Source: an optimization exercise on an open RTL-to-GDS flow (aim: small area, a short achievable clock period and few clock cycles). Production flows keep margins and buffers that such runs may drop.
Where RTL was checked, it was by simulation tests only, not by an equivalence proof against the original.
For run 1, only the layout was checked, not whether the RTL still works.

===== flow/config.mk =====
export PLATFORM = sky130hd
export DESIGN_NAME = sparse_mac_top
export DESIGN_NICKNAME = sparse_mac_top
export VERILOG_FILES = /design/flow/design.v
export SDC_FILE = /design/flow/constraint.sdc
export NUM_CORES = 4
export LEC_CHECK = 0
export CAP_MARGIN = 20
export CORE_MARGIN = 2
export CORE_UTILIZATION = 40
export SETUP_SLACK_MARGIN = 3.0
export SLEW_MARGIN = 20
export SYNTH_HIERARCHICAL = 1

===== flow/constraint.sdc =====
create_clock -name core_clock -period 7.0 [get_ports {mac_clk}]
set_input_delay 1.4000 -clock core_clock [delete_from_list [all_inputs] [get_ports {mac_clk}]]
set_output_delay 1.4000 -clock core_clock [all_outputs]
set_load 0.01 [all_outputs]

===== flow/design.v =====
module booth_gate (
    input        en,
    input  [7:0] one,
    input  [7:0] two,
    input  [7:0] neg,
    input        top,
    output [7:0] g_one,
    output [7:0] g_two,
    output [7:0] g_neg,
    output       g_top
);
assign g_one = one & {8{en}};
assign g_two = two & {8{en}};
assign g_neg = neg & {8{en}};
assign g_top = top & en;
endmodule
module csa_fa (
    input  a,
    input  b,
    input  c,
    output s,
    output co
);
assign s  = a ^ b ^ c;
assign co = (a & b) | (a & c) | (b & c);
endmodule
module csa_ha (
    input  a,
    input  b,
    output s,
    output co
);
assign s  = a ^ b;
assign co = a & b;
endmodule
module sparse_mac_top
#(
    parameter int NUM_DECODERS = 2,
    parameter int VALUE_W = 16,
    parameter int INDEX_W = 16,
    parameter int DECODER_FIFO_DEPTH = 16,
    parameter int ACCUM_W = 32
)
(
    input mac_clk,
    input mac_rst,
    input [NUM_DECODERS-1:0] sram_valid_i,
    output [NUM_DECODERS-1:0] sram_ready_o,
    input [NUM_DECODERS*(1+VALUE_W+INDEX_W)-1:0] sram_data_i,
    output mac_valid_o,
    output [ACCUM_W-1:0] mac_data_o
);
localparam int DATA_W = 1 + VALUE_W + INDEX_W;
logic [INDEX_W-1:0] skip0, skip1;
logic [VALUE_W-1:0] val0, val1;
logic in_done0, in_done1;
assign {in_done0, val0, skip0} = sram_data_i[0 +: DATA_W];
assign {in_done1, val1, skip1} = sram_data_i[DATA_W +: DATA_W];
logic hv0, hv1;               
logic zq;                     
logic mat;                    
logic hd0, hd1;               
logic [VALUE_W-1:0] hval0;
logic [7:0] b_one, b_two, b_neg;    
logic b_top;                        
logic [INDEX_W:0] diff;       
logic [31:0] acc_s, acc_c;    
logic [31:0] res;             
logic mq;                     
logic fin, both, d_zero, d_neg, pop0, pop1, match, take0, take1;
assign fin    = (hv0 & hd0) | (hv1 & hd1);
assign both   = hv0 & hv1 & ~fin;
assign d_zero = zq;
assign d_neg  = diff[INDEX_W];
assign pop0   = both & ~d_neg;
assign pop1   = both & (d_neg | d_zero);
assign match  = mat;
assign sram_ready_o[0] = ~fin & (~hv0 | pop0);
assign sram_ready_o[1] = ~fin & (~hv1 | pop1);
assign take0 = sram_valid_i[0] & sram_ready_o[0];
assign take1 = sram_valid_i[1] & sram_ready_o[1];
logic [INDEX_W:0] s1x, n0x, c10, c01, c11, x11, y11;
assign s1x = {1'b0, skip1};
assign n0x = ~{1'b0, skip0};                  
assign c10 = diff + s1x + 1'b1;
assign c01 = diff + n0x;
assign x11 = diff ^ s1x ^ n0x;
assign y11 = {(diff[INDEX_W-1:0] & s1x[INDEX_W-1:0]) | (diff[INDEX_W-1:0] & n0x[INDEX_W-1:0])
              | (s1x[INDEX_W-1:0] & n0x[INDEX_W-1:0]), 1'b1};
assign c11 = x11 + y11;
function automatic sum_zero(input [INDEX_W:0] a, input [INDEX_W:0] b, input cin);
    sum_zero = ((a[0] ^ b[0]) == cin);
    for (int i = 1; i <= INDEX_W; i++)
        sum_zero = sum_zero & ((a[i] ^ b[i]) == (a[i-1] | b[i-1]));
endfunction
logic z10, z01, z11, zn;
assign z10 = sum_zero(diff, s1x, 1'b1);
assign z01 = sum_zero(diff, n0x, 1'b0);
assign z11 = sum_zero(x11, y11, 1'b0);
always_comb begin
    case ({take1, take0})
        2'b00: zn = zq;
        2'b01: zn = z01;
        2'b10: zn = z10;
        default: zn = z11;
    endcase
end
logic hv0n, hv1n, hd0n, hd1n, finn;
assign hv0n = take0 | (hv0 & ~pop0);
assign hv1n = take1 | (hv1 & ~pop1);
assign hd0n = take0 ? in_done0 : hd0;
assign hd1n = take1 ? in_done1 : hd1;
assign finn = (hv0n & hd0n) | (hv1n & hd1n);
logic [7:0] e_one, e_two, e_neg;
always_comb begin
    for (int j = 0; j < 8; j++) begin
        logic hi, mid, lo;
        hi  = val1[2*j+1];
        mid = val1[2*j];
        lo  = (j == 0) ? 1'b0 : val1[2*j-1];
        e_one[j] = mid ^ lo;
        e_two[j] = (hi & ~mid & ~lo) | (~hi & mid & lo);
        e_neg[j] = hi;
    end
end
logic [7:0] g_one, g_two, g_neg;
logic g_top;
booth_gate u_gate (
    .en(mat), .one(b_one), .two(b_two), .neg(b_neg), .top(b_top),
    .g_one(g_one), .g_two(g_two), .g_neg(g_neg), .g_top(g_top)
);
logic [16:0] bpp [8];
logic [15:0] bpp8;
always_comb begin
    for (int j = 0; j < 8; j++)
        for (int i = 0; i < 17; i++)
            bpp[j][i] = ((g_one[j] & ((i < 16) ? hval0[i] : 1'b0))
                       | (g_two[j] & ((i > 0) ? hval0[i-1] : 1'b0))) ^ g_neg[j];
    for (int i = 0; i < 16; i++)
        bpp8[i] = g_top & hval0[i];
end
logic [31:0] tree_s, tree_c;
logic mt_0, mt_1, mt_2, mt_3, mt_4, mt_5, mt_6, mt_7, mt_8, mt_9, mt_10, mt_11;
logic mt_12, mt_13, mt_14, mt_15, mt_16, mt_17, mt_18, mt_19, mt_20, mt_21, mt_22, mt_23;
logic mt_24, mt_25, mt_26, mt_27, mt_28, mt_29, mt_30, mt_31, mt_32, mt_33, mt_34, mt_35;
logic mt_36, mt_37, mt_38, mt_39, mt_40, mt_41, mt_42, mt_43, mt_44, mt_45, mt_46, mt_47;
logic mt_48, mt_49, mt_50, mt_51, mt_52, mt_53, mt_54, mt_55, mt_56, mt_57, mt_58, mt_59;
logic mt_60, mt_61, mt_62, mt_63, mt_64, mt_65, mt_66, mt_67, mt_68, mt_69, mt_70, mt_71;
logic mt_72, mt_73, mt_74, mt_75, mt_76, mt_77, mt_78, mt_79, mt_80, mt_81, mt_82, mt_83;
logic mt_84, mt_85, mt_86, mt_87, mt_88, mt_89, mt_90, mt_91, mt_92, mt_93, mt_94, mt_95;
logic mt_96, mt_97, mt_98, mt_99, mt_100, mt_101, mt_102, mt_103, mt_104, mt_105, mt_106, mt_107;
logic mt_108, mt_109, mt_110, mt_111, mt_112, mt_113, mt_114, mt_115, mt_116, mt_117, mt_118, mt_119;
logic mt_120, mt_121, mt_122, mt_123, mt_124, mt_125, mt_126, mt_127, mt_128, mt_129, mt_130, mt_131;
logic mt_132, mt_133, mt_134, mt_135, mt_136, mt_137, mt_138, mt_139, mt_140, mt_141, mt_142, mt_143;
logic mt_144, mt_145, mt_146, mt_147, mt_148, mt_149, mt_150, mt_151, mt_152, mt_153, mt_154, mt_155;
logic mt_156, mt_157, mt_158, mt_159, mt_160, mt_161, mt_162, mt_163, mt_164, mt_165, mt_166, mt_167;
logic mt_168, mt_169, mt_170, mt_171, mt_172, mt_173, mt_174, mt_175, mt_176, mt_177, mt_178, mt_179;
logic mt_180, mt_181, mt_182, mt_183, mt_184, mt_185, mt_186, mt_187, mt_188, mt_189, mt_190, mt_191;
logic mt_192, mt_193, mt_194, mt_195, mt_196, mt_197, mt_198, mt_199, mt_200, mt_201, mt_202, mt_203;
logic mt_204, mt_205, mt_206, mt_207, mt_208, mt_209, mt_210, mt_211, mt_212, mt_213, mt_214, mt_215;
logic mt_216, mt_217, mt_218, mt_219, mt_220, mt_221, mt_222, mt_223, mt_224, mt_225, mt_226, mt_227;
logic mt_228, mt_229, mt_230, mt_231, mt_232, mt_233, mt_234, mt_235, mt_236, mt_237, mt_238, mt_239;
logic mt_240, mt_241, mt_242, mt_243, mt_244, mt_245, mt_246, mt_247, mt_248, mt_249, mt_250, mt_251;
logic mt_252, mt_253, mt_254, mt_255, mt_256, mt_257, mt_258, mt_259, mt_260, mt_261, mt_262, mt_263;
logic mt_264, mt_265, mt_266, mt_267, mt_268, mt_269, mt_270, mt_271, mt_272, mt_273, mt_274, mt_275;
logic mt_276, mt_277, mt_278, mt_279, mt_280, mt_281, mt_282, mt_283, mt_284, mt_285, mt_286, mt_287;
logic mt_288, mt_289, mt_290, mt_291, mt_292, mt_293, mt_294, mt_295, mt_296, mt_297, mt_298, mt_299;
logic mt_300, mt_301, mt_302, mt_303, mt_304, mt_305, mt_306, mt_307, mt_308, mt_309, mt_310, mt_311;
logic mt_312, mt_313, mt_314, mt_315, mt_316, mt_317, mt_318, mt_319, mt_320, mt_321, mt_322, mt_323;
logic mt_324, mt_325, mt_326, mt_327, mt_328, mt_329, mt_330, mt_331, mt_332, mt_333, mt_334, mt_335;
logic mt_336, mt_337, mt_338, mt_339, mt_340, mt_341, mt_342, mt_343, mt_344, mt_345, mt_346, mt_347;
logic mt_348, mt_349, mt_350, mt_351, mt_352, mt_353, mt_354, mt_355, mt_356, mt_357, mt_358, mt_359;
logic mt_360, mt_361, mt_362, mt_363, mt_364, mt_365, mt_366, mt_367, mt_368, mt_369, mt_370, mt_371;
logic mt_372, mt_373, mt_374, mt_375, mt_376, mt_377, mt_378, mt_379, mt_380, mt_381, mt_382, mt_383;
logic mt_384, mt_385, mt_386, mt_387, mt_388, mt_389, mt_390, mt_391;
csa_ha u_mt_0 (.a(acc_s[12]), .b(acc_c[12]), .s(mt_0), .co(mt_1));
csa_ha u_mt_2 (.a(acc_s[13]), .b(acc_c[13]), .s(mt_2), .co(mt_3));
csa_fa u_mt_4 (.a(acc_s[14]), .b(acc_c[14]), .c(bpp[0][14]), .s(mt_4), .co(mt_5));
csa_ha u_mt_6 (.a(bpp[1][12]), .b(bpp[2][10]), .s(mt_6), .co(mt_7));
csa_fa u_mt_8 (.a(acc_s[15]), .b(acc_c[15]), .c(bpp[0][15]), .s(mt_8), .co(mt_9));
csa_ha u_mt_10 (.a(bpp[1][13]), .b(bpp[2][11]), .s(mt_10), .co(mt_11));
csa_fa u_mt_12 (.a(acc_s[16]), .b(acc_c[16]), .c(bpp[0][16]), .s(mt_12), .co(mt_13));
csa_fa u_mt_14 (.a(bpp[1][14]), .b(bpp[2][12]), .c(bpp[3][10]), .s(mt_14), .co(mt_15));
csa_fa u_mt_16 (.a(acc_s[17]), .b(acc_c[17]), .c(g_neg[0]), .s(mt_16), .co(mt_17));
csa_fa u_mt_18 (.a(bpp[1][15]), .b(bpp[2][13]), .c(bpp[3][11]), .s(mt_18), .co(mt_19));
csa_fa u_mt_20 (.a(acc_s[18]), .b(acc_c[18]), .c(g_neg[0]), .s(mt_20), .co(mt_21));
csa_fa u_mt_22 (.a(bpp[1][16]), .b(bpp[2][14]), .c(bpp[3][12]), .s(mt_22), .co(mt_23));
csa_fa u_mt_24 (.a(acc_s[19]), .b(acc_c[19]), .c(~g_neg[0]), .s(mt_24), .co(mt_25));
csa_fa u_mt_26 (.a(~g_neg[1]), .b(bpp[2][15]), .c(bpp[3][13]), .s(mt_26), .co(mt_27));
csa_fa u_mt_28 (.a(acc_s[20]), .b(acc_c[20]), .c(1'b1), .s(mt_28), .co(mt_29));
csa_ha u_mt_30 (.a(bpp[2][16]), .b(bpp[3][14]), .s(mt_30), .co(mt_31));
csa_fa u_mt_32 (.a(acc_s[21]), .b(acc_c[21]), .c(~g_neg[2]), .s(mt_32), .co(mt_33));
csa_ha u_mt_34 (.a(acc_s[22]), .b(acc_c[22]), .s(mt_34), .co(mt_35));
csa_ha u_mt_36 (.a(acc_s[6]), .b(acc_c[6]), .s(mt_36), .co(mt_37));
csa_ha u_mt_38 (.a(acc_s[7]), .b(acc_c[7]), .s(mt_38), .co(mt_39));
csa_fa u_mt_40 (.a(acc_s[8]), .b(acc_c[8]), .c(bpp[0][8]), .s(mt_40), .co(mt_41));
csa_ha u_mt_42 (.a(bpp[1][6]), .b(bpp[2][4]), .s(mt_42), .co(mt_43));
csa_fa u_mt_44 (.a(acc_s[9]), .b(acc_c[9]), .c(bpp[0][9]), .s(mt_44), .co(mt_45));
csa_ha u_mt_46 (.a(bpp[1][7]), .b(bpp[2][5]), .s(mt_46), .co(mt_47));
csa_fa u_mt_48 (.a(acc_s[10]), .b(acc_c[10]), .c(bpp[0][10]), .s(mt_48), .co(mt_49));
csa_fa u_mt_50 (.a(bpp[1][8]), .b(bpp[2][6]), .c(bpp[3][4]), .s(mt_50), .co(mt_51));
csa_ha u_mt_52 (.a(bpp[4][2]), .b(bpp[5][0]), .s(mt_52), .co(mt_53));
csa_fa u_mt_54 (.a(acc_s[11]), .b(acc_c[11]), .c(bpp[0][11]), .s(mt_54), .co(mt_55));
csa_fa u_mt_56 (.a(bpp[1][9]), .b(bpp[2][7]), .c(bpp[3][5]), .s(mt_56), .co(mt_57));
csa_ha u_mt_58 (.a(bpp[4][3]), .b(bpp[5][1]), .s(mt_58), .co(mt_59));
csa_fa u_mt_60 (.a(bpp[0][12]), .b(bpp[1][10]), .c(bpp[2][8]), .s(mt_60), .co(mt_61));
csa_fa u_mt_62 (.a(bpp[3][6]), .b(bpp[4][4]), .c(bpp[5][2]), .s(mt_62), .co(mt_63));
csa_fa u_mt_64 (.a(bpp[6][0]), .b(g_neg[6]), .c(mt_0), .s(mt_64), .co(mt_65));
csa_fa u_mt_66 (.a(bpp[0][13]), .b(bpp[1][11]), .c(bpp[2][9]), .s(mt_66), .co(mt_67));
csa_fa u_mt_68 (.a(bpp[3][7]), .b(bpp[4][5]), .c(bpp[5][3]), .s(mt_68), .co(mt_69));
csa_fa u_mt_70 (.a(bpp[6][1]), .b(mt_2), .c(mt_1), .s(mt_70), .co(mt_71));
csa_fa u_mt_72 (.a(bpp[3][8]), .b(bpp[4][6]), .c(bpp[5][4]), .s(mt_72), .co(mt_73));
csa_fa u_mt_74 (.a(bpp[6][2]), .b(bpp[7][0]), .c(g_neg[7]), .s(mt_74), .co(mt_75));
csa_fa u_mt_76 (.a(mt_4), .b(mt_6), .c(mt_3), .s(mt_76), .co(mt_77));
csa_fa u_mt_78 (.a(bpp[3][9]), .b(bpp[4][7]), .c(bpp[5][5]), .s(mt_78), .co(mt_79));
csa_fa u_mt_80 (.a(bpp[6][3]), .b(bpp[7][1]), .c(mt_8), .s(mt_80), .co(mt_81));
csa_fa u_mt_82 (.a(mt_10), .b(mt_5), .c(mt_7), .s(mt_82), .co(mt_83));
csa_fa u_mt_84 (.a(bpp[4][8]), .b(bpp[5][6]), .c(bpp[6][4]), .s(mt_84), .co(mt_85));
csa_fa u_mt_86 (.a(bpp[7][2]), .b(bpp8[0]), .c(mt_12), .s(mt_86), .co(mt_87));
csa_fa u_mt_88 (.a(mt_14), .b(mt_9), .c(mt_11), .s(mt_88), .co(mt_89));
csa_fa u_mt_90 (.a(bpp[4][9]), .b(bpp[5][7]), .c(bpp[6][5]), .s(mt_90), .co(mt_91));
csa_fa u_mt_92 (.a(bpp[7][3]), .b(bpp8[1]), .c(mt_16), .s(mt_92), .co(mt_93));
csa_fa u_mt_94 (.a(mt_18), .b(mt_13), .c(mt_15), .s(mt_94), .co(mt_95));
csa_fa u_mt_96 (.a(bpp[4][10]), .b(bpp[5][8]), .c(bpp[6][6]), .s(mt_96), .co(mt_97));
csa_fa u_mt_98 (.a(bpp[7][4]), .b(bpp8[2]), .c(mt_20), .s(mt_98), .co(mt_99));
csa_fa u_mt_100 (.a(mt_22), .b(mt_17), .c(mt_19), .s(mt_100), .co(mt_101));
csa_fa u_mt_102 (.a(bpp[4][11]), .b(bpp[5][9]), .c(bpp[6][7]), .s(mt_102), .co(mt_103));
csa_fa u_mt_104 (.a(bpp[7][5]), .b(bpp8[3]), .c(mt_24), .s(mt_104), .co(mt_105));
csa_fa u_mt_106 (.a(mt_26), .b(mt_21), .c(mt_23), .s(mt_106), .co(mt_107));
csa_fa u_mt_108 (.a(bpp[4][12]), .b(bpp[5][10]), .c(bpp[6][8]), .s(mt_108), .co(mt_109));
csa_fa u_mt_110 (.a(bpp[7][6]), .b(bpp8[4]), .c(mt_28), .s(mt_110), .co(mt_111));
csa_fa u_mt_112 (.a(mt_30), .b(mt_25), .c(mt_27), .s(mt_112), .co(mt_113));
csa_fa u_mt_114 (.a(bpp[3][15]), .b(bpp[4][13]), .c(bpp[5][11]), .s(mt_114), .co(mt_115));
csa_fa u_mt_116 (.a(bpp[6][9]), .b(bpp[7][7]), .c(bpp8[5]), .s(mt_116), .co(mt_117));
csa_fa u_mt_118 (.a(mt_32), .b(mt_29), .c(mt_31), .s(mt_118), .co(mt_119));
csa_fa u_mt_120 (.a(1'b1), .b(bpp[3][16]), .c(bpp[4][14]), .s(mt_120), .co(mt_121));
csa_fa u_mt_122 (.a(bpp[5][12]), .b(bpp[6][10]), .c(bpp[7][8]), .s(mt_122), .co(mt_123));
csa_fa u_mt_124 (.a(bpp8[6]), .b(mt_34), .c(mt_33), .s(mt_124), .co(mt_125));
csa_fa u_mt_126 (.a(acc_s[23]), .b(acc_c[23]), .c(~g_neg[3]), .s(mt_126), .co(mt_127));
csa_fa u_mt_128 (.a(bpp[4][15]), .b(bpp[5][13]), .c(bpp[6][11]), .s(mt_128), .co(mt_129));
csa_fa u_mt_130 (.a(bpp[7][9]), .b(bpp8[7]), .c(mt_35), .s(mt_130), .co(mt_131));
csa_fa u_mt_132 (.a(acc_s[24]), .b(acc_c[24]), .c(1'b1), .s(mt_132), .co(mt_133));
csa_fa u_mt_134 (.a(bpp[4][16]), .b(bpp[5][14]), .c(bpp[6][12]), .s(mt_134), .co(mt_135));
csa_ha u_mt_136 (.a(bpp[7][10]), .b(bpp8[8]), .s(mt_136), .co(mt_137));
csa_fa u_mt_138 (.a(acc_s[25]), .b(acc_c[25]), .c(~g_neg[4]), .s(mt_138), .co(mt_139));
csa_fa u_mt_140 (.a(bpp[5][15]), .b(bpp[6][13]), .c(bpp[7][11]), .s(mt_140), .co(mt_141));
csa_fa u_mt_142 (.a(acc_s[26]), .b(acc_c[26]), .c(1'b1), .s(mt_142), .co(mt_143));
csa_ha u_mt_144 (.a(bpp[5][16]), .b(bpp[6][14]), .s(mt_144), .co(mt_145));
csa_fa u_mt_146 (.a(acc_s[27]), .b(acc_c[27]), .c(~g_neg[5]), .s(mt_146), .co(mt_147));
csa_ha u_mt_148 (.a(acc_s[28]), .b(acc_c[28]), .s(mt_148), .co(mt_149));
csa_ha u_mt_150 (.a(acc_s[2]), .b(acc_c[2]), .s(mt_150), .co(mt_151));
csa_ha u_mt_152 (.a(acc_s[3]), .b(acc_c[3]), .s(mt_152), .co(mt_153));
csa_fa u_mt_154 (.a(acc_s[4]), .b(acc_c[4]), .c(bpp[0][4]), .s(mt_154), .co(mt_155));
csa_ha u_mt_156 (.a(bpp[1][2]), .b(bpp[2][0]), .s(mt_156), .co(mt_157));
csa_fa u_mt_158 (.a(acc_s[5]), .b(acc_c[5]), .c(bpp[0][5]), .s(mt_158), .co(mt_159));
csa_ha u_mt_160 (.a(bpp[1][3]), .b(bpp[2][1]), .s(mt_160), .co(mt_161));
csa_fa u_mt_162 (.a(bpp[0][6]), .b(bpp[1][4]), .c(bpp[2][2]), .s(mt_162), .co(mt_163));
csa_fa u_mt_164 (.a(bpp[3][0]), .b(g_neg[3]), .c(mt_36), .s(mt_164), .co(mt_165));
csa_fa u_mt_166 (.a(bpp[0][7]), .b(bpp[1][5]), .c(bpp[2][3]), .s(mt_166), .co(mt_167));
csa_fa u_mt_168 (.a(bpp[3][1]), .b(mt_38), .c(mt_37), .s(mt_168), .co(mt_169));
csa_fa u_mt_170 (.a(bpp[3][2]), .b(bpp[4][0]), .c(g_neg[4]), .s(mt_170), .co(mt_171));
csa_fa u_mt_172 (.a(mt_40), .b(mt_42), .c(mt_39), .s(mt_172), .co(mt_173));
csa_fa u_mt_174 (.a(bpp[3][3]), .b(bpp[4][1]), .c(mt_44), .s(mt_174), .co(mt_175));
csa_fa u_mt_176 (.a(mt_46), .b(mt_41), .c(mt_43), .s(mt_176), .co(mt_177));
csa_fa u_mt_178 (.a(g_neg[5]), .b(mt_48), .c(mt_50), .s(mt_178), .co(mt_179));
csa_fa u_mt_180 (.a(mt_52), .b(mt_45), .c(mt_47), .s(mt_180), .co(mt_181));
csa_fa u_mt_182 (.a(mt_54), .b(mt_56), .c(mt_58), .s(mt_182), .co(mt_183));
csa_fa u_mt_184 (.a(mt_49), .b(mt_51), .c(mt_53), .s(mt_184), .co(mt_185));
csa_fa u_mt_186 (.a(mt_60), .b(mt_62), .c(mt_64), .s(mt_186), .co(mt_187));
csa_fa u_mt_188 (.a(mt_55), .b(mt_57), .c(mt_59), .s(mt_188), .co(mt_189));
csa_fa u_mt_190 (.a(mt_66), .b(mt_68), .c(mt_70), .s(mt_190), .co(mt_191));
csa_fa u_mt_192 (.a(mt_61), .b(mt_63), .c(mt_65), .s(mt_192), .co(mt_193));
csa_fa u_mt_194 (.a(mt_72), .b(mt_74), .c(mt_76), .s(mt_194), .co(mt_195));
csa_fa u_mt_196 (.a(mt_67), .b(mt_69), .c(mt_71), .s(mt_196), .co(mt_197));
csa_fa u_mt_198 (.a(mt_78), .b(mt_80), .c(mt_82), .s(mt_198), .co(mt_199));
csa_fa u_mt_200 (.a(mt_73), .b(mt_75), .c(mt_77), .s(mt_200), .co(mt_201));
csa_fa u_mt_202 (.a(mt_84), .b(mt_86), .c(mt_88), .s(mt_202), .co(mt_203));
csa_fa u_mt_204 (.a(mt_79), .b(mt_81), .c(mt_83), .s(mt_204), .co(mt_205));
csa_fa u_mt_206 (.a(mt_90), .b(mt_92), .c(mt_94), .s(mt_206), .co(mt_207));
csa_fa u_mt_208 (.a(mt_85), .b(mt_87), .c(mt_89), .s(mt_208), .co(mt_209));
csa_fa u_mt_210 (.a(mt_96), .b(mt_98), .c(mt_100), .s(mt_210), .co(mt_211));
csa_fa u_mt_212 (.a(mt_91), .b(mt_93), .c(mt_95), .s(mt_212), .co(mt_213));
csa_fa u_mt_214 (.a(mt_102), .b(mt_104), .c(mt_106), .s(mt_214), .co(mt_215));
csa_fa u_mt_216 (.a(mt_97), .b(mt_99), .c(mt_101), .s(mt_216), .co(mt_217));
csa_fa u_mt_218 (.a(mt_108), .b(mt_110), .c(mt_112), .s(mt_218), .co(mt_219));
csa_fa u_mt_220 (.a(mt_103), .b(mt_105), .c(mt_107), .s(mt_220), .co(mt_221));
csa_fa u_mt_222 (.a(mt_114), .b(mt_116), .c(mt_118), .s(mt_222), .co(mt_223));
csa_fa u_mt_224 (.a(mt_109), .b(mt_111), .c(mt_113), .s(mt_224), .co(mt_225));
csa_fa u_mt_226 (.a(mt_120), .b(mt_122), .c(mt_124), .s(mt_226), .co(mt_227));
csa_fa u_mt_228 (.a(mt_115), .b(mt_117), .c(mt_119), .s(mt_228), .co(mt_229));
csa_fa u_mt_230 (.a(mt_126), .b(mt_128), .c(mt_130), .s(mt_230), .co(mt_231));
csa_fa u_mt_232 (.a(mt_121), .b(mt_123), .c(mt_125), .s(mt_232), .co(mt_233));
csa_fa u_mt_234 (.a(mt_132), .b(mt_134), .c(mt_136), .s(mt_234), .co(mt_235));
csa_fa u_mt_236 (.a(mt_127), .b(mt_129), .c(mt_131), .s(mt_236), .co(mt_237));
csa_fa u_mt_238 (.a(bpp8[9]), .b(mt_138), .c(mt_140), .s(mt_238), .co(mt_239));
csa_fa u_mt_240 (.a(mt_133), .b(mt_135), .c(mt_137), .s(mt_240), .co(mt_241));
csa_fa u_mt_242 (.a(bpp[7][12]), .b(bpp8[10]), .c(mt_142), .s(mt_242), .co(mt_243));
csa_fa u_mt_244 (.a(mt_144), .b(mt_139), .c(mt_141), .s(mt_244), .co(mt_245));
csa_fa u_mt_246 (.a(bpp[6][15]), .b(bpp[7][13]), .c(bpp8[11]), .s(mt_246), .co(mt_247));
csa_fa u_mt_248 (.a(mt_146), .b(mt_143), .c(mt_145), .s(mt_248), .co(mt_249));
csa_fa u_mt_250 (.a(1'b1), .b(bpp[6][16]), .c(bpp[7][14]), .s(mt_250), .co(mt_251));
csa_fa u_mt_252 (.a(bpp8[12]), .b(mt_148), .c(mt_147), .s(mt_252), .co(mt_253));
csa_fa u_mt_254 (.a(acc_s[29]), .b(acc_c[29]), .c(~g_neg[6]), .s(mt_254), .co(mt_255));
csa_fa u_mt_256 (.a(bpp[7][15]), .b(bpp8[13]), .c(mt_149), .s(mt_256), .co(mt_257));
csa_fa u_mt_258 (.a(acc_s[30]), .b(acc_c[30]), .c(1'b1), .s(mt_258), .co(mt_259));
csa_ha u_mt_260 (.a(bpp[7][16]), .b(bpp8[14]), .s(mt_260), .co(mt_261));
csa_fa u_mt_262 (.a(acc_s[31]), .b(acc_c[31]), .c(~g_neg[7]), .s(mt_262), .co(mt_263));
csa_ha u_mt_264 (.a(acc_s[0]), .b(acc_c[0]), .s(mt_264), .co(mt_265));
csa_ha u_mt_266 (.a(acc_s[1]), .b(acc_c[1]), .s(mt_266), .co(mt_267));
csa_fa u_mt_268 (.a(bpp[0][2]), .b(bpp[1][0]), .c(g_neg[1]), .s(mt_268), .co(mt_269));
csa_fa u_mt_270 (.a(bpp[0][3]), .b(bpp[1][1]), .c(mt_152), .s(mt_270), .co(mt_271));
csa_fa u_mt_272 (.a(g_neg[2]), .b(mt_154), .c(mt_156), .s(mt_272), .co(mt_273));
csa_fa u_mt_274 (.a(mt_158), .b(mt_160), .c(mt_155), .s(mt_274), .co(mt_275));
csa_fa u_mt_276 (.a(mt_162), .b(mt_164), .c(mt_159), .s(mt_276), .co(mt_277));
csa_fa u_mt_278 (.a(mt_166), .b(mt_168), .c(mt_163), .s(mt_278), .co(mt_279));
csa_fa u_mt_280 (.a(mt_170), .b(mt_172), .c(mt_167), .s(mt_280), .co(mt_281));
csa_fa u_mt_282 (.a(mt_174), .b(mt_176), .c(mt_171), .s(mt_282), .co(mt_283));
csa_fa u_mt_284 (.a(mt_178), .b(mt_180), .c(mt_175), .s(mt_284), .co(mt_285));
csa_fa u_mt_286 (.a(mt_182), .b(mt_184), .c(mt_179), .s(mt_286), .co(mt_287));
csa_fa u_mt_288 (.a(mt_186), .b(mt_188), .c(mt_183), .s(mt_288), .co(mt_289));
csa_fa u_mt_290 (.a(mt_190), .b(mt_192), .c(mt_187), .s(mt_290), .co(mt_291));
csa_fa u_mt_292 (.a(mt_194), .b(mt_196), .c(mt_191), .s(mt_292), .co(mt_293));
csa_fa u_mt_294 (.a(mt_198), .b(mt_200), .c(mt_195), .s(mt_294), .co(mt_295));
csa_fa u_mt_296 (.a(mt_202), .b(mt_204), .c(mt_199), .s(mt_296), .co(mt_297));
csa_fa u_mt_298 (.a(mt_206), .b(mt_208), .c(mt_203), .s(mt_298), .co(mt_299));
csa_fa u_mt_300 (.a(mt_210), .b(mt_212), .c(mt_207), .s(mt_300), .co(mt_301));
csa_fa u_mt_302 (.a(mt_214), .b(mt_216), .c(mt_211), .s(mt_302), .co(mt_303));
csa_fa u_mt_304 (.a(mt_218), .b(mt_220), .c(mt_215), .s(mt_304), .co(mt_305));
csa_fa u_mt_306 (.a(mt_222), .b(mt_224), .c(mt_219), .s(mt_306), .co(mt_307));
csa_fa u_mt_308 (.a(mt_226), .b(mt_228), .c(mt_223), .s(mt_308), .co(mt_309));
csa_fa u_mt_310 (.a(mt_230), .b(mt_232), .c(mt_227), .s(mt_310), .co(mt_311));
csa_fa u_mt_312 (.a(mt_234), .b(mt_236), .c(mt_231), .s(mt_312), .co(mt_313));
csa_fa u_mt_314 (.a(mt_238), .b(mt_240), .c(mt_235), .s(mt_314), .co(mt_315));
csa_fa u_mt_316 (.a(mt_242), .b(mt_244), .c(mt_239), .s(mt_316), .co(mt_317));
csa_fa u_mt_318 (.a(mt_246), .b(mt_248), .c(mt_243), .s(mt_318), .co(mt_319));
csa_fa u_mt_320 (.a(mt_250), .b(mt_252), .c(mt_247), .s(mt_320), .co(mt_321));
csa_fa u_mt_322 (.a(mt_254), .b(mt_256), .c(mt_251), .s(mt_322), .co(mt_323));
csa_fa u_mt_324 (.a(mt_258), .b(mt_260), .c(mt_255), .s(mt_324), .co(mt_325));
csa_fa u_mt_326 (.a(bpp8[15]), .b(mt_262), .c(mt_259), .s(mt_326), .co(mt_327));
csa_ha u_mt_328 (.a(bpp[0][0]), .b(g_neg[0]), .s(mt_328), .co(mt_329));
csa_fa u_mt_330 (.a(bpp[0][1]), .b(mt_266), .c(mt_265), .s(mt_330), .co(mt_331));
csa_fa u_mt_332 (.a(mt_150), .b(mt_268), .c(mt_267), .s(mt_332), .co(mt_333));
csa_fa u_mt_334 (.a(mt_151), .b(mt_270), .c(mt_269), .s(mt_334), .co(mt_335));
csa_fa u_mt_336 (.a(mt_153), .b(mt_272), .c(mt_271), .s(mt_336), .co(mt_337));
csa_fa u_mt_338 (.a(mt_157), .b(mt_274), .c(mt_273), .s(mt_338), .co(mt_339));
csa_fa u_mt_340 (.a(mt_161), .b(mt_276), .c(mt_275), .s(mt_340), .co(mt_341));
csa_fa u_mt_342 (.a(mt_165), .b(mt_278), .c(mt_277), .s(mt_342), .co(mt_343));
csa_fa u_mt_344 (.a(mt_169), .b(mt_280), .c(mt_279), .s(mt_344), .co(mt_345));
csa_fa u_mt_346 (.a(mt_173), .b(mt_282), .c(mt_281), .s(mt_346), .co(mt_347));
csa_fa u_mt_348 (.a(mt_177), .b(mt_284), .c(mt_283), .s(mt_348), .co(mt_349));
csa_fa u_mt_350 (.a(mt_181), .b(mt_286), .c(mt_285), .s(mt_350), .co(mt_351));
csa_fa u_mt_352 (.a(mt_185), .b(mt_288), .c(mt_287), .s(mt_352), .co(mt_353));
csa_fa u_mt_354 (.a(mt_189), .b(mt_290), .c(mt_289), .s(mt_354), .co(mt_355));
csa_fa u_mt_356 (.a(mt_193), .b(mt_292), .c(mt_291), .s(mt_356), .co(mt_357));
csa_fa u_mt_358 (.a(mt_197), .b(mt_294), .c(mt_293), .s(mt_358), .co(mt_359));
csa_fa u_mt_360 (.a(mt_201), .b(mt_296), .c(mt_295), .s(mt_360), .co(mt_361));
csa_fa u_mt_362 (.a(mt_205), .b(mt_298), .c(mt_297), .s(mt_362), .co(mt_363));
csa_fa u_mt_364 (.a(mt_209), .b(mt_300), .c(mt_299), .s(mt_364), .co(mt_365));
csa_fa u_mt_366 (.a(mt_213), .b(mt_302), .c(mt_301), .s(mt_366), .co(mt_367));
csa_fa u_mt_368 (.a(mt_217), .b(mt_304), .c(mt_303), .s(mt_368), .co(mt_369));
csa_fa u_mt_370 (.a(mt_221), .b(mt_306), .c(mt_305), .s(mt_370), .co(mt_371));
csa_fa u_mt_372 (.a(mt_225), .b(mt_308), .c(mt_307), .s(mt_372), .co(mt_373));
csa_fa u_mt_374 (.a(mt_229), .b(mt_310), .c(mt_309), .s(mt_374), .co(mt_375));
csa_fa u_mt_376 (.a(mt_233), .b(mt_312), .c(mt_311), .s(mt_376), .co(mt_377));
csa_fa u_mt_378 (.a(mt_237), .b(mt_314), .c(mt_313), .s(mt_378), .co(mt_379));
csa_fa u_mt_380 (.a(mt_241), .b(mt_316), .c(mt_315), .s(mt_380), .co(mt_381));
csa_fa u_mt_382 (.a(mt_245), .b(mt_318), .c(mt_317), .s(mt_382), .co(mt_383));
csa_fa u_mt_384 (.a(mt_249), .b(mt_320), .c(mt_319), .s(mt_384), .co(mt_385));
csa_fa u_mt_386 (.a(mt_253), .b(mt_322), .c(mt_321), .s(mt_386), .co(mt_387));
csa_fa u_mt_388 (.a(mt_257), .b(mt_324), .c(mt_323), .s(mt_388), .co(mt_389));
csa_fa u_mt_390 (.a(mt_261), .b(mt_326), .c(mt_325), .s(mt_390), .co(mt_391));
assign tree_s[0] = mt_264;
assign tree_c[0] = mt_328;
assign tree_s[1] = mt_330;
assign tree_c[1] = mt_329;
assign tree_s[2] = mt_332;
assign tree_c[2] = mt_331;
assign tree_s[3] = mt_334;
assign tree_c[3] = mt_333;
assign tree_s[4] = mt_336;
assign tree_c[4] = mt_335;
assign tree_s[5] = mt_338;
assign tree_c[5] = mt_337;
assign tree_s[6] = mt_340;
assign tree_c[6] = mt_339;
assign tree_s[7] = mt_342;
assign tree_c[7] = mt_341;
assign tree_s[8] = mt_344;
assign tree_c[8] = mt_343;
assign tree_s[9] = mt_346;
assign tree_c[9] = mt_345;
assign tree_s[10] = mt_348;
assign tree_c[10] = mt_347;
assign tree_s[11] = mt_350;
assign tree_c[11] = mt_349;
assign tree_s[12] = mt_352;
assign tree_c[12] = mt_351;
assign tree_s[13] = mt_354;
assign tree_c[13] = mt_353;
assign tree_s[14] = mt_356;
assign tree_c[14] = mt_355;
assign tree_s[15] = mt_358;
assign tree_c[15] = mt_357;
assign tree_s[16] = mt_360;
assign tree_c[16] = mt_359;
assign tree_s[17] = mt_362;
assign tree_c[17] = mt_361;
assign tree_s[18] = mt_364;
assign tree_c[18] = mt_363;
assign tree_s[19] = mt_366;
assign tree_c[19] = mt_365;
assign tree_s[20] = mt_368;
assign tree_c[20] = mt_367;
assign tree_s[21] = mt_370;
assign tree_c[21] = mt_369;
assign tree_s[22] = mt_372;
assign tree_c[22] = mt_371;
assign tree_s[23] = mt_374;
assign tree_c[23] = mt_373;
assign tree_s[24] = mt_376;
assign tree_c[24] = mt_375;
assign tree_s[25] = mt_378;
assign tree_c[25] = mt_377;
assign tree_s[26] = mt_380;
assign tree_c[26] = mt_379;
assign tree_s[27] = mt_382;
assign tree_c[27] = mt_381;
assign tree_s[28] = mt_384;
assign tree_c[28] = mt_383;
assign tree_s[29] = mt_386;
assign tree_c[29] = mt_385;
assign tree_s[30] = mt_388;
assign tree_c[30] = mt_387;
assign tree_s[31] = mt_390;
assign tree_c[31] = mt_389;
always_ff @(posedge mac_clk or negedge mac_rst) begin
    if (~mac_rst) begin
        hv0   <= 1'b0;
        hv1   <= 1'b0;
        diff  <= '0;
        acc_s <= '0;
        acc_c <= '0;
        mq    <= 1'b0;
        zq    <= 1'b1;
        mat   <= 1'b0;
    end else begin
        hv0 <= hv0n;
        hv1 <= hv1n;
        zq  <= zn;
        mat <= hv0n & hv1n & ~finn & zn;
        case ({take1, take0})
            2'b00: diff <= diff;
            2'b01: diff <= c01;
            2'b10: diff <= c10;
            2'b11: diff <= c11;
        endcase
        mq    <= match;
        acc_s <= tree_s;
        acc_c <= tree_c;
    end
end
always_ff @(posedge mac_clk) begin
    res <= acc_s + acc_c;
    if (take0) begin
        hval0 <= val0;
        hd0   <= in_done0;
    end
    if (take1) begin
        b_one <= e_one;
        b_two <= e_two;
        b_neg <= e_neg;
        b_top <= val1[15];
        hd1   <= in_done1;
    end
end
assign mac_valid_o = fin & ~mq;
assign mac_data_o  = res;
endmodule

===== flow/run.sh =====
#!/bin/bash
# synth_recipe.tcl (not shown) runs the flow's synth.tcl, then flattens the netlist and writes it again
# the make line also repeats each setting of config.mk as NAME=value (left out here)
make -C /OpenROAD-flow-scripts/flow DESIGN_CONFIG=/design/flow/config.mk WORK_HOME=/design/flow/orfs CLKGATE_MAP_FILE= SYNTH_SCRIPT=/design/flow/synth_recipe.tcl finish

==> run notes, run 1 <==
* Run status: timing/DRC/antenna clean
* Mean area per synthesized cell at 10.3 sq um
* DR WL/cell at 19.4 um
* Number of failing setup endpoints in the final timing report at 0
* Total Die Area at 44100 sq um
* Antenna violations before repair at 1
* Fraction of synthesis flops using an asynchronous set or reset pin at 0.538
* Skew-Pair Late Insertion Delay at 500 ps
* Sequential-to-total area share from yosys stat at 0.238
* Gate family responsible for the most delay along the worst path: adder cells
* Global-route wire length before repair at 70200 um
* IO buf count at 104
* Maximum cell stage delay along the critical path at 590 ps
* Yosys Warn Count at 9
* Maximum buffer depth of the clock tree at 2
* Clock-pin slew of the registers on the worst-case setup and hold paths at 70 ps
* Met1 usage at 0.281
* Detailed Route Iter0 Violations at 801
* Final critical path time including I/O delays and setup at 3950 ps
* Number of clock sinks at 160
* Depth of the CTS H-tree at 4
* Worst Path Max Fanout at 3
* Cell type with the highest aggregate area in the netlist: sky130_fd_sc_hd__fa_1
* Buffers plus inverters on the worst setup path at 3
* Arr. time, crit path at 4380 ps
* Worst Slack Setup Final at 3050 ps
* Dominant synthesized flop cell: sky130_fd_sc_hd__dfrtp_1
* Drt drc at 0
* Placed wire-length estimate after detailed placement at 33500 um
* Top cells by area in the synthesized netlist: sky130_fd_sc_hd__fa_1 (23%), sky130_fd_sc_hd__dfrtp_1 (13%), sky130_fd_sc_hd__ha_1 (11%), sky130_fd_sc_hd__xnor2_1 (10%), sky130_fd_sc_hd__edfxtp_1 (7.1%)
* Post-synthesis cell count at 1649
* Post-route core utilization at 0.460
* Type of the worst setup path: input pin to flop
* Multiplexer share of the synthesized area at 0.00627
* Headroom to the max-slew limit at 0.327
* CP cell instances: clkdlybuf4s50_1 -> inv_1 -> fa_1 -> inv_1 -> ha_1 -> xnor2_1 -> nor4_1 -> nand4_1 -> o41ai_2 -> a21oi_1 -> a31oi_1 -> and3_1
* Setup Total Neg Slack at 0 ps
* Number of failing hold endpoints at the final stage at 0
* Adder-cell share of the synthesized area at 0.337
* Largest family of logic cells by synthesized area: adder cells
* Via count of the first global-routing pass at 12800
* Global-route track usage on met2 at 0.326
* Total Routed Length at 43500 um
* Global-route layer with the greatest usage: met2
* Placement row count at 75
* Complex-gate fraction of the synthesized area at 0.150
* Net count of the finished layout at 2097
* Clock tree from TritonCTS: done
* Worst endpoint required time at 7420 ps
* Global-route total usage across every layer at 0.207
* RSZ-0062 raised after global routing: true
* Fin crit share at 0.565
* EDFF count, synth at 40
* Count of vias placed by the detailed router at 12200
* Number of iterations in the first detailed-routing pass at 6
* Largest net degree at the start of global routing at 51
* Count of cell types in the netlist at 79
* Area share of the largest cell type after synthesis at 0.228
* Post-Syn Area at 17000 sq um
* CTS Hold Buffers Added at 0
* Number of max-capacitance violations reported at 0
* Total clock buffers created by CTS at 17
* Type of the worst min-delay path: flop to flop
* Starting density of the core at 0.405
* Met3 usage in global routing at 0.0445
* Simple-gate share of the synthesized area at 0.0973
* Number of antenna-violating nets in the routed design at 0
* I/O pins at 105
* Cell with the largest stage delay on the worst path: sky130_fd_sc_hd__fa_1
* Total overflow reported by the global router at 0
* Crit path top cell by count: sky130_fd_sc_hd__inv_1
* Core Area at 41900 sq um
* Overall die height at 210 um
* Final RePlAce weighted congestion at 0.912
* Startpoint kind of the worst setup timing path: input pin
* Number of flip-flops and latches in the synthesized netlist at 160
* Clock root cell: sky130_fd_sc_hd__clkbuf_16
* Number of pins exceeding their max-slew limit in the final report at 0
* Pre-CTS setup slack at 2110 ps
* Type of destination of the critical path: flop
* Transition at the pin with the smallest max-transition slack at 983 ps
* Layout cell share with drive strength beyond 1 at 0.0747
* Achievable frequency at 253 MHz
* Overall die width at 210 um
* Final clock skew at 16.1 ps
* Growth of design area from synthesis to finish at 13.8%
* Xor/xnor cell area share of the yosys netlist at 0.122
* Via-to-Cell Ratio at 5.43
==> layer usage <==
metal  part of all wire  vias to the layer above
li1                   -                     5705
met1               0.46                     6047
met2               0.45                      356
met3              0.062                       59
met4              0.026                        0
met5                  0                        -
==> per-stage QoR <==
step	hold slack (ps)	instance area [sq um]	std cells
2_1_floorplan	463	17000	1654
3_3_place_gp	483	18300	2195
3_5_place_dp	496	18300	2195
4_1_cts	507	19100	2229
5_1_grt	520	19300	2239
6_report	508	19300	2239
==> modules after synthesis (local to each module, per instance) <==
module / flops+latches / cell area [sq um] / cells / times used
booth_gate: 0 / 203 / 27 / 1
csa_ha: 0 / 12.5 / 1 / 23
sparse_mac_top: 160 / 13000 / 1426 / 1
csa_fa: 0 / 20.0 / 1 / 173
==> logic make-up after synthesis <==
group / Yosys count
compound gates: 366
fa+ha+maj: 341
simple gates: 318
xor+xnor: 237
buf+inv: 218
flops: 160
mux: 8
other cells: 1
==> registers in the layout, summed over array words and instances (netlist names), 7 cells and up <==
signal,flops
acc_c,32
acc_s,32
b_neg,7
b_one,8
b_two,8
diff,17
hval0,16
res,32
==> repair_timing <==
action,in CTS,in global routing
setup endpoints to repair,34,21
buffers inserted,2,9
hold endpoints to repair,0,0
pin swaps,5,16
resized for setup,32,32
==> synth_stat cells (5+ instances only) <==
master	n
sky130_fd_sc_hd__xnor2_1	202
sky130_fd_sc_hd__fa_1	193
sky130_fd_sc_hd__ha_1	148
sky130_fd_sc_hd__a22oi_1	121
sky130_fd_sc_hd__inv_1	106
sky130_fd_sc_hd__clkbuf_1	98
sky130_fd_sc_hd__dfrtp_1	85
sky130_fd_sc_hd__nand2_1	81
sky130_fd_sc_hd__a21oi_1	70
sky130_fd_sc_hd__nor2_1	67
sky130_fd_sc_hd__o21ai_0	41
sky130_fd_sc_hd__edfxtp_1	40
sky130_fd_sc_hd__xor2_1	35
sky130_fd_sc_hd__dfxtp_1	34
sky130_fd_sc_hd__and2_1	28
sky130_fd_sc_hd__nand2b_1	24
sky130_fd_sc_hd__and2_2	19
sky130_fd_sc_hd__nand3_1	16
sky130_fd_sc_hd__nor3_1	15
sky130_fd_sc_hd__a211oi_1	14
sky130_fd_sc_hd__o21ai_1	14
sky130_fd_sc_hd__a21o_1	13
sky130_fd_sc_hd__o21a_1	13
sky130_fd_sc_hd__a31oi_1	12
sky130_fd_sc_hd__nand3b_1	11
sky130_fd_sc_hd__nor2b_1	11
sky130_fd_sc_hd__nand4_1	10
sky130_fd_sc_hd__o31ai_1	10
sky130_fd_sc_hd__nor4_1	9
sky130_fd_sc_hd__and3_1	7
sky130_fd_sc_hd__buf_1	7
sky130_fd_sc_hd__o21bai_1	7
sky130_fd_sc_hd__o211ai_1	6
sky130_fd_sc_hd__a2111oi_0	5
sky130_fd_sc_hd__a211o_1	5
sky130_fd_sc_hd__mux2i_1	5
sky130_fd_sc_hd__nor3b_1	5
==> layout by cell type (no fill, tap or decap), drive strengths merged, types with 56 or more instances in the layout <==
cell type,instances
dfrtp,85
a22oi,121
a21oi,70
fa,193
ha,148
nand2,81
nor2,67
clkdlybuf4s50,96
inv,114
xnor2,202
o21ai,56
==> final timing paths <==
kind,startpoint,end,slack (ps),cells past startpoint
max reg2reg,mat,acc_s[19],3110,8
max in group asynchronous,mac_rst,acc_s[26],5020,2
min reg2reg,acc_c[0],res[0],510,1
min,acc_c[0],res[0],510,1
max,sram_data_i[43],mat,3050,12
min in group asynchronous,mac_rst,acc_s[1],910,1
==> layout make-up <==
type                            instances  area, sq um
Fill cell                            3829        22600
Multi-Input combinational cell       1276        12400
Sequential cell                       160         4040
Timing Repair Buffer                  123         1240
Tap cell                              539          674
Clock buffer                           20          479
Inverter                              108          405
Clock inverter                         12          120
Antenna cell                            1         2.50
==> run 2, diff against run 1 <==
--- a/flow/design.v
+++ b/flow/design.v
@@ -1,17 +1 @@
-module booth_gate (
-    input        en,
-    input  [7:0] one,
-    input  [7:0] two,
-    input  [7:0] neg,
-    input        top,
-    output [7:0] g_one,
-    output [7:0] g_two,
-    output [7:0] g_neg,
-    output       g_top
-);
-assign g_one = one & {8{en}};
-assign g_two = two & {8{en}};
-assign g_neg = neg & {8{en}};
-assign g_top = top & en;
-endmodule
 module csa_fa (
@@ -59,4 +43,2 @@
 logic hv0, hv1;               
-logic zq;                     
-logic mat;                    
 logic hd0, hd1;               
@@ -72,3 +54,3 @@
 assign both   = hv0 & hv1 & ~fin;
-assign d_zero = zq;
+assign d_zero = (diff == '0);
 assign d_neg  = diff[INDEX_W];
@@ -76,3 +58,3 @@
 assign pop1   = both & (d_neg | d_zero);
-assign match  = mat;
+assign match  = both & d_zero;
 assign sram_ready_o[0] = ~fin & (~hv0 | pop0);
@@ -90,25 +72,2 @@
 assign c11 = x11 + y11;
-function automatic sum_zero(input [INDEX_W:0] a, input [INDEX_W:0] b, input cin);
-    sum_zero = ((a[0] ^ b[0]) == cin);
-    for (int i = 1; i <= INDEX_W; i++)
-        sum_zero = sum_zero & ((a[i] ^ b[i]) == (a[i-1] | b[i-1]));
-endfunction
-logic z10, z01, z11, zn;
-assign z10 = sum_zero(diff, s1x, 1'b1);
-assign z01 = sum_zero(diff, n0x, 1'b0);
-assign z11 = sum_zero(x11, y11, 1'b0);
-always_comb begin
-    case ({take1, take0})
-        2'b00: zn = zq;
-        2'b01: zn = z01;
-        2'b10: zn = z10;
-        default: zn = z11;
-    endcase
-end
-logic hv0n, hv1n, hd0n, hd1n, finn;
-assign hv0n = take0 | (hv0 & ~pop0);
-assign hv1n = take1 | (hv1 & ~pop1);
-assign hd0n = take0 ? in_done0 : hd0;
-assign hd1n = take1 ? in_done1 : hd1;
-assign finn = (hv0n & hd0n) | (hv1n & hd1n);
 logic [7:0] e_one, e_two, e_neg;
@@ -125,8 +84,2 @@
 end
-logic [7:0] g_one, g_two, g_neg;
-logic g_top;
-booth_gate u_gate (
-    .en(mat), .one(b_one), .two(b_two), .neg(b_neg), .top(b_top),
-    .g_one(g_one), .g_two(g_two), .g_neg(g_neg), .g_top(g_top)
-);
 logic [16:0] bpp [8];
@@ -136,6 +89,6 @@
         for (int i = 0; i < 17; i++)
-            bpp[j][i] = ((g_one[j] & ((i < 16) ? hval0[i] : 1'b0))
-                       | (g_two[j] & ((i > 0) ? hval0[i-1] : 1'b0))) ^ g_neg[j];
+            bpp[j][i] = ((b_one[j] & ((i < 16) ? hval0[i] : 1'b0))
+                       | (b_two[j] & ((i > 0) ? hval0[i-1] : 1'b0))) ^ b_neg[j];
     for (int i = 0; i < 16; i++)
-        bpp8[i] = g_top & hval0[i];
+        bpp8[i] = b_top & hval0[i];
 end
@@ -183,11 +136,11 @@
 csa_fa u_mt_14 (.a(bpp[1][14]), .b(bpp[2][12]), .c(bpp[3][10]), .s(mt_14), .co(mt_15));
-csa_fa u_mt_16 (.a(acc_s[17]), .b(acc_c[17]), .c(g_neg[0]), .s(mt_16), .co(mt_17));
+csa_fa u_mt_16 (.a(acc_s[17]), .b(acc_c[17]), .c(b_neg[0]), .s(mt_16), .co(mt_17));
 csa_fa u_mt_18 (.a(bpp[1][15]), .b(bpp[2][13]), .c(bpp[3][11]), .s(mt_18), .co(mt_19));
-csa_fa u_mt_20 (.a(acc_s[18]), .b(acc_c[18]), .c(g_neg[0]), .s(mt_20), .co(mt_21));
+csa_fa u_mt_20 (.a(acc_s[18]), .b(acc_c[18]), .c(b_neg[0]), .s(mt_20), .co(mt_21));
 csa_fa u_mt_22 (.a(bpp[1][16]), .b(bpp[2][14]), .c(bpp[3][12]), .s(mt_22), .co(mt_23));
-csa_fa u_mt_24 (.a(acc_s[19]), .b(acc_c[19]), .c(~g_neg[0]), .s(mt_24), .co(mt_25));
-csa_fa u_mt_26 (.a(~g_neg[1]), .b(bpp[2][15]), .c(bpp[3][13]), .s(mt_26), .co(mt_27));
+csa_fa u_mt_24 (.a(acc_s[19]), .b(acc_c[19]), .c(~b_neg[0]), .s(mt_24), .co(mt_25));
+csa_fa u_mt_26 (.a(~b_neg[1]), .b(bpp[2][15]), .c(bpp[3][13]), .s(mt_26), .co(mt_27));
 csa_fa u_mt_28 (.a(acc_s[20]), .b(acc_c[20]), .c(1'b1), .s(mt_28), .co(mt_29));
 csa_ha u_mt_30 (.a(bpp[2][16]), .b(bpp[3][14]), .s(mt_30), .co(mt_31));
-csa_fa u_mt_32 (.a(acc_s[21]), .b(acc_c[21]), .c(~g_neg[2]), .s(mt_32), .co(mt_33));
+csa_fa u_mt_32 (.a(acc_s[21]), .b(acc_c[21]), .c(~b_neg[2]), .s(mt_32), .co(mt_33));
 csa_ha u_mt_34 (.a(acc_s[22]), .b(acc_c[22]), .s(mt_34), .co(mt_35));
@@ -207,3 +160,3 @@
 csa_fa u_mt_62 (.a(bpp[3][6]), .b(bpp[4][4]), .c(bpp[5][2]), .s(mt_62), .co(mt_63));
-csa_fa u_mt_64 (.a(bpp[6][0]), .b(g_neg[6]), .c(mt_0), .s(mt_64), .co(mt_65));
+csa_fa u_mt_64 (.a(bpp[6][0]), .b(b_neg[6]), .c(mt_0), .s(mt_64), .co(mt_65));
 csa_fa u_mt_66 (.a(bpp[0][13]), .b(bpp[1][11]), .c(bpp[2][9]), .s(mt_66), .co(mt_67));
@@ -212,3 +165,3 @@
 csa_fa u_mt_72 (.a(bpp[3][8]), .b(bpp[4][6]), .c(bpp[5][4]), .s(mt_72), .co(mt_73));
-csa_fa u_mt_74 (.a(bpp[6][2]), .b(bpp[7][0]), .c(g_neg[7]), .s(mt_74), .co(mt_75));
+csa_fa u_mt_74 (.a(bpp[6][2]), .b(bpp[7][0]), .c(b_neg[7]), .s(mt_74), .co(mt_75));
 csa_fa u_mt_76 (.a(mt_4), .b(mt_6), .c(mt_3), .s(mt_76), .co(mt_77));
@@ -238,3 +191,3 @@
 csa_fa u_mt_124 (.a(bpp8[6]), .b(mt_34), .c(mt_33), .s(mt_124), .co(mt_125));
-csa_fa u_mt_126 (.a(acc_s[23]), .b(acc_c[23]), .c(~g_neg[3]), .s(mt_126), .co(mt_127));
+csa_fa u_mt_126 (.a(acc_s[23]), .b(acc_c[23]), .c(~b_neg[3]), .s(mt_126), .co(mt_127));
 csa_fa u_mt_128 (.a(bpp[4][15]), .b(bpp[5][13]), .c(bpp[6][11]), .s(mt_128), .co(mt_129));
@@ -244,3 +197,3 @@
 csa_ha u_mt_136 (.a(bpp[7][10]), .b(bpp8[8]), .s(mt_136), .co(mt_137));
-csa_fa u_mt_138 (.a(acc_s[25]), .b(acc_c[25]), .c(~g_neg[4]), .s(mt_138), .co(mt_139));
+csa_fa u_mt_138 (.a(acc_s[25]), .b(acc_c[25]), .c(~b_neg[4]), .s(mt_138), .co(mt_139));
 csa_fa u_mt_140 (.a(bpp[5][15]), .b(bpp[6][13]), .c(bpp[7][11]), .s(mt_140), .co(mt_141));
@@ -248,3 +201,3 @@
 csa_ha u_mt_144 (.a(bpp[5][16]), .b(bpp[6][14]), .s(mt_144), .co(mt_145));
-csa_fa u_mt_146 (.a(acc_s[27]), .b(acc_c[27]), .c(~g_neg[5]), .s(mt_146), .co(mt_147));
+csa_fa u_mt_146 (.a(acc_s[27]), .b(acc_c[27]), .c(~b_neg[5]), .s(mt_146), .co(mt_147));
 csa_ha u_mt_148 (.a(acc_s[28]), .b(acc_c[28]), .s(mt_148), .co(mt_149));
@@ -257,6 +210,6 @@
 csa_fa u_mt_162 (.a(bpp[0][6]), .b(bpp[1][4]), .c(bpp[2][2]), .s(mt_162), .co(mt_163));
-csa_fa u_mt_164 (.a(bpp[3][0]), .b(g_neg[3]), .c(mt_36), .s(mt_164), .co(mt_165));
+csa_fa u_mt_164 (.a(bpp[3][0]), .b(b_neg[3]), .c(mt_36), .s(mt_164), .co(mt_165));
 csa_fa u_mt_166 (.a(bpp[0][7]), .b(bpp[1][5]), .c(bpp[2][3]), .s(mt_166), .co(mt_167));
 csa_fa u_mt_168 (.a(bpp[3][1]), .b(mt_38), .c(mt_37), .s(mt_168), .co(mt_169));
-csa_fa u_mt_170 (.a(bpp[3][2]), .b(bpp[4][0]), .c(g_neg[4]), .s(mt_170), .co(mt_171));
+csa_fa u_mt_170 (.a(bpp[3][2]), .b(bpp[4][0]), .c(b_neg[4]), .s(mt_170), .co(mt_171));
 csa_fa u_mt_172 (.a(mt_40), .b(mt_42), .c(mt_39), .s(mt_172), .co(mt_173));
@@ -264,3 +217,3 @@
 csa_fa u_mt_176 (.a(mt_46), .b(mt_41), .c(mt_43), .s(mt_176), .co(mt_177));
-csa_fa u_mt_178 (.a(g_neg[5]), .b(mt_48), .c(mt_50), .s(mt_178), .co(mt_179));
+csa_fa u_mt_178 (.a(b_neg[5]), .b(mt_48), .c(mt_50), .s(mt_178), .co(mt_179));
 csa_fa u_mt_180 (.a(mt_52), .b(mt_45), .c(mt_47), .s(mt_180), .co(mt_181));
@@ -302,3 +255,3 @@
 csa_fa u_mt_252 (.a(bpp8[12]), .b(mt_148), .c(mt_147), .s(mt_252), .co(mt_253));
-csa_fa u_mt_254 (.a(acc_s[29]), .b(acc_c[29]), .c(~g_neg[6]), .s(mt_254), .co(mt_255));
+csa_fa u_mt_254 (.a(acc_s[29]), .b(acc_c[29]), .c(~b_neg[6]), .s(mt_254), .co(mt_255));
 csa_fa u_mt_256 (.a(bpp[7][15]), .b(bpp8[13]), .c(mt_149), .s(mt_256), .co(mt_257));
@@ -306,8 +259,8 @@
 csa_ha u_mt_260 (.a(bpp[7][16]), .b(bpp8[14]), .s(mt_260), .co(mt_261));
-csa_fa u_mt_262 (.a(acc_s[31]), .b(acc_c[31]), .c(~g_neg[7]), .s(mt_262), .co(mt_263));
+csa_fa u_mt_262 (.a(acc_s[31]), .b(acc_c[31]), .c(~b_neg[7]), .s(mt_262), .co(mt_263));
 csa_ha u_mt_264 (.a(acc_s[0]), .b(acc_c[0]), .s(mt_264), .co(mt_265));
 csa_ha u_mt_266 (.a(acc_s[1]), .b(acc_c[1]), .s(mt_266), .co(mt_267));
-csa_fa u_mt_268 (.a(bpp[0][2]), .b(bpp[1][0]), .c(g_neg[1]), .s(mt_268), .co(mt_269));
+csa_fa u_mt_268 (.a(bpp[0][2]), .b(bpp[1][0]), .c(b_neg[1]), .s(mt_268), .co(mt_269));
 csa_fa u_mt_270 (.a(bpp[0][3]), .b(bpp[1][1]), .c(mt_152), .s(mt_270), .co(mt_271));
-csa_fa u_mt_272 (.a(g_neg[2]), .b(mt_154), .c(mt_156), .s(mt_272), .co(mt_273));
+csa_fa u_mt_272 (.a(b_neg[2]), .b(mt_154), .c(mt_156), .s(mt_272), .co(mt_273));
 csa_fa u_mt_274 (.a(mt_158), .b(mt_160), .c(mt_155), .s(mt_274), .co(mt_275));
@@ -339,3 +292,3 @@
 csa_fa u_mt_326 (.a(bpp8[15]), .b(mt_262), .c(mt_259), .s(mt_326), .co(mt_327));
-csa_ha u_mt_328 (.a(bpp[0][0]), .b(g_neg[0]), .s(mt_328), .co(mt_329));
+csa_ha u_mt_328 (.a(bpp[0][0]), .b(b_neg[0]), .s(mt_328), .co(mt_329));
 csa_fa u_mt_330 (.a(bpp[0][1]), .b(mt_266), .c(mt_265), .s(mt_330), .co(mt_331));
@@ -443,9 +396,5 @@
         mq    <= 1'b0;
-        zq    <= 1'b1;
-        mat   <= 1'b0;
     end else begin
-        hv0 <= hv0n;
-        hv1 <= hv1n;
-        zq  <= zn;
-        mat <= hv0n & hv1n & ~finn & zn;
+        hv0 <= take0 | (hv0 & ~pop0);
+        hv1 <= take1 | (hv1 & ~pop1);
         case ({take1, take0})
@@ -456,5 +405,7 @@
         endcase
-        mq    <= match;
-        acc_s <= tree_s;
-        acc_c <= tree_c;
+        mq <= match;
+        if (match) begin
+            acc_s <= tree_s;
+            acc_c <= tree_c;
+        end
     end
--- a/flow/config.mk
+++ b/flow/config.mk
@@ -10,3 +10,3 @@
 export CORE_UTILIZATION = 40
-export SETUP_SLACK_MARGIN = 3.0
+export SETUP_SLACK_MARGIN = 3.5
 export SLEW_MARGIN = 20
==> run 2 against run 1 <==
  * Flip-flop and latch count is 2 lower
  * Fmax grew 2.3%
  * Highest routed layer is now met5
  * Hold slack better by 10 ps
  * First-iteration DRC count is 12% lower
  * Synthesized area is 4.7% lower
==> run notes, run 2 <==
* Total clock buffers created by CTS at 17 (unchanged)
* Final RePlAce weighted congestion at 0.855 (-6.3%)
* Net count of the finished layout at 2064 (-1.6%)
* Cell type with the highest aggregate area in the netlist: sky130_fd_sc_hd__fa_1
* Count of cell types in the netlist at 66 (-16%)
* Post-route core utilization at 0.511 (+0.0502)
* Antenna violations before repair at 3 (+2)
* Top cells by area in the synthesized netlist: sky130_fd_sc_hd__fa_1 (24%), sky130_fd_sc_hd__dfrtp_1 (13%), sky130_fd_sc_hd__xnor2_1 (9.7%), sky130_fd_sc_hd__ha_1 (7.8%), sky130_fd_sc_hd__edfxtp_1 (7.8%)
* Sequential-to-total area share from yosys stat at 0.248 (+0.00992)
* Fill count at 3584 (-6.4%)
* Placement row count at 73 (-2.7%)
* Overall die width at 205 um (-2.4%)
* Detailed Route Iter0 Violations at 702 (-12%)
* Skew-Pair Late Insertion Delay at 450 ps (-50 ps)
* Worst endpoint required time at 7330 ps (-90 ps)
* Pre-CTS setup slack at 2480 ps (+373 ps)
* Number of failing setup endpoints in the final timing report at 0 (unchanged)
* Yosys Warn Count at 9 (unchanged)
* Total overflow reported by the global router at 0 (unchanged)
* Via count of the first global-routing pass at 13000 (+1.1%)
* Depth of the CTS H-tree at 4 (unchanged)
* Fraction of synthesis flops using an asynchronous set or reset pin at 0.532 (-0.00585)
* Post-Route Hold Slack at 518 ps (+10.1 ps)
* Starting density of the core at 0.406 (+0.00134)
* Worst Slack Setup Final at 3140 ps (+89.8 ps)
* Registers with the highest flip-flop counts: acc_c x32, acc_s x32, res x32
* EDFF count, synth at 42 (+5.0%)
* IO buf count at 104 (unchanged)
* Most used cells in the layout excluding fill and tap cells: sky130_fd_sc_hd__xnor2_1 (165), sky130_fd_sc_hd__fa_1 (154), sky130_fd_sc_hd__buf_4 (101)
* Number of clock sinks at 158 (-1.3%)
* Type of the worst setup path: flop to flop
* Global-route wire length before repair at 69600 um (-0.85%)
* FF-to-FF setup slack at 3140 ps (+30 ps)
* Total Routed Length at 42300 um (-2.7%)
* Number of max-capacitance violations reported at 0 (unchanged)
* Worst Path Max Fanout at 7 (+4)
* Global-route total usage across every layer at 0.214 (+0.00695)
* Post-synthesis cell count at 1534 (-7.0%)
* Number of flip-flops and latches in the synthesized netlist at 158 (-1.3%)
* Hold Path Origin: diff[16]
* Overall die height at 205 um (-2.4%)
* Drt drc at 0 (unchanged)
* Transition at the pin with the smallest max-transition slack at 689 ps (-295 ps)
* Number of antenna-violating nets in the routed design at 0 (unchanged)
* Growth of design area from synthesis to finish at 25.8%
* Layout cell share with drive strength beyond 1 at 0.249 (+0.174)
* Via-to-Cell Ratio at 5.42 (-0.18%)
* Setup Total Neg Slack at 0 ps (unchanged)
* Clock tree from TritonCTS: done
* Post-Syn Area at 16200 sq um (-4.7%)
* Run status: timing/DRC/antenna clean
* Largest net degree at the start of global routing at 50 (-2.0%)
* Startpoint kind of the worst setup timing path: flop
* Headroom to the max-slew limit at 0.538 (+0.211)
* Count of vias placed by the detailed router at 12200 (-0.14%)
* RSZ-0062 raised after global routing: true
* Most frequent standard cell in the layout excluding fill and tap cells: sky130_fd_sc_hd__xnor2_1
* Placed wire-length estimate after detailed placement at 30800 um (-8.0%)
* Dominant synthesized flop cell: sky130_fd_sc_hd__dfrtp_1
* Final critical path time including I/O delays and setup at 3860 ps (-89.8 ps)
* Area share of the largest cell type after synthesis at 0.239 (+0.0113)
* Launching element of the worst setup path: hval0[13]
* Number of iterations in the first detailed-routing pass at 5 (-1)
* CTS Hold Buffers Added at 0 (unchanged)
* I/O pins at 105 (unchanged)
* Maximum buffer depth of the clock tree at 2 (unchanged)
* Launch point of the worst reg-to-reg path: hval0[13]
* Type of destination of the critical path: flop
* Ranking of synthesized cells by instance count: sky130_fd_sc_hd__fa_1 (193), sky130_fd_sc_hd__xnor2_1 (179), sky130_fd_sc_hd__a22oi_1 (122), sky130_fd_sc_hd__inv_1 (110), sky130_fd_sc_hd__ha_1 (101)
run 2: cell count changes after synthesis, moves of 10 or more:
cell	delta
sky130_fd_sc_hd__nand2_1	-19
sky130_fd_sc_hd__xnor2_1	-23
sky130_fd_sc_hd__and2_2	-19
sky130_fd_sc_hd__nor2_1	-10
sky130_fd_sc_hd__clkbuf_1	-12
sky130_fd_sc_hd__xor2_1	-10
sky130_fd_sc_hd__nand2b_1	-10
sky130_fd_sc_hd__o21ai_0	+10
sky130_fd_sc_hd__o21ai_1	-14
sky130_fd_sc_hd__ha_1	-47
sky130_fd_sc_hd__mux2_2	+61
sky130_fd_sc_hd__and2_1	-11
run 2: logic make-up (layout without fill, tap and decap cells):
logic type	count (synthesis)	in the layout	share of synthesized area
AND/OR/NAND/NOR	224	224	0.0687
adder cells (fa/ha/maj)	294	294	0.317
buffers and inverters	217	391	0.0516
flip-flops	158	158	0.248
AO/OA/AOI/OAI	370	370	0.158
multiplexers	66	66	0.0464
other	1	8	0.000232
XOR/XNOR	204	204	0.111
run 2: worst max-delay path, stage by stage (launching register included):
cell                       delay, ps
sky130_fd_sc_hd__edfxtp_1        410
sky130_fd_sc_hd__buf_12          160
sky130_fd_sc_hd__buf_4           130
sky130_fd_sc_hd__a22oi_2         200
sky130_fd_sc_hd__xnor2_2         140
sky130_fd_sc_hd__fa_2            490
sky130_fd_sc_hd__fa_1            530
sky130_fd_sc_hd__fa_2            440
sky130_fd_sc_hd__fa_1            530
sky130_fd_sc_hd__fa_2            450
sky130_fd_sc_hd__mux2_2          270
run 2: repair_timing:
action / 4_1_cts / 5_1_grt
pin swaps: 90 / 117
resized for setup: 127 / 129
setup endpoints to repair: 55 / 50
buffers inserted: 118 / 17
gates cloned: 2 / 0
run 2: area by class of cell:
| class | count | area (sq um) | share of cell area |
|---|---|---|---|
| Clock buffer | 24 | 490 | 0.0241 |
| Inverter | 110 | 422 | 0.0207 |
| Sequential cell | 158 | 4010 | 0.197 |
| Tap cell | 525 | 657 | 0.0323 |
| Multi-Input combinational cell | 1164 | 12200 | 0.600 |
| Timing Repair inverter | 1 | 5.00 | 0.000246 |
| Timing Repair Buffer | 248 | 2470 | 0.121 |
| Antenna cell | 2 | 5.00 | 0.000246 |
| Clock inverter | 8 | 81.3 | 0.00400 |
run 2: how the worst min path moves through the flow:
stage | to | slack [ps] | depth (start not counted)
after detailed placement | diff[16] | 500 | 1
final | diff[16] | 520 | 1
after global placement | diff[16] | 500 | 1
after global routing | diff[16] | 540 | 1
after CTS | diff[16] | 510 | 1
after floorplan | diff[16] | 450 | 1
run 2: Yosys stat by module (local to each module, per instance):
module,flops+latches,times used,cells
sparse_mac_top,158,1,1338
csa_fa,0,173,1
csa_ha,0,23,1
run 2: metrics by stage:
stage | cell area, sq um
after global placement | 17600
after CTS | 19800
final | 20300
after floorplan | 16400
after global routing | 20300
after detailed placement | 17600
run 2: metal layers:
layer / up-vias / track usage / wire [um]
met3: 74 / 0.0383 / 2160
met1: 6061 / 0.285 / 18600
met5: - / 0 / 16
li1: 5665 / - / -
met4: 2 / 0.0722 / 1150
met2: 348 / 0.351 / 20400
Testbench counts of run 2, summed over its fixed seeds: cycles 7,526.

==> afterwards: timing with drivers on the ports <==
Ports are ideal in the flow. The routed layouts listed here were re-timed in OpenROAD.
Step 1: set_driving_cell puts a clkbuf_16 on mac_clk and a buf_2 on each other input, an assumption about the parent block.
Step 2 also shifts input and output timing later by t, the mid clock arrival at the registers, as if the neighbouring blocks saw the same clock.
a / b / c = no drivers / after step 1 / after step 2; a / b = the first two.
run | t (ns) | slack for setup (ns)
run 1 | 0.548 | 3.045 / 3.079 / 2.531
run 2 | 0.501 | 3.135 / 3.135 / 2.892
After both steps every run listed still meets setup and hold.
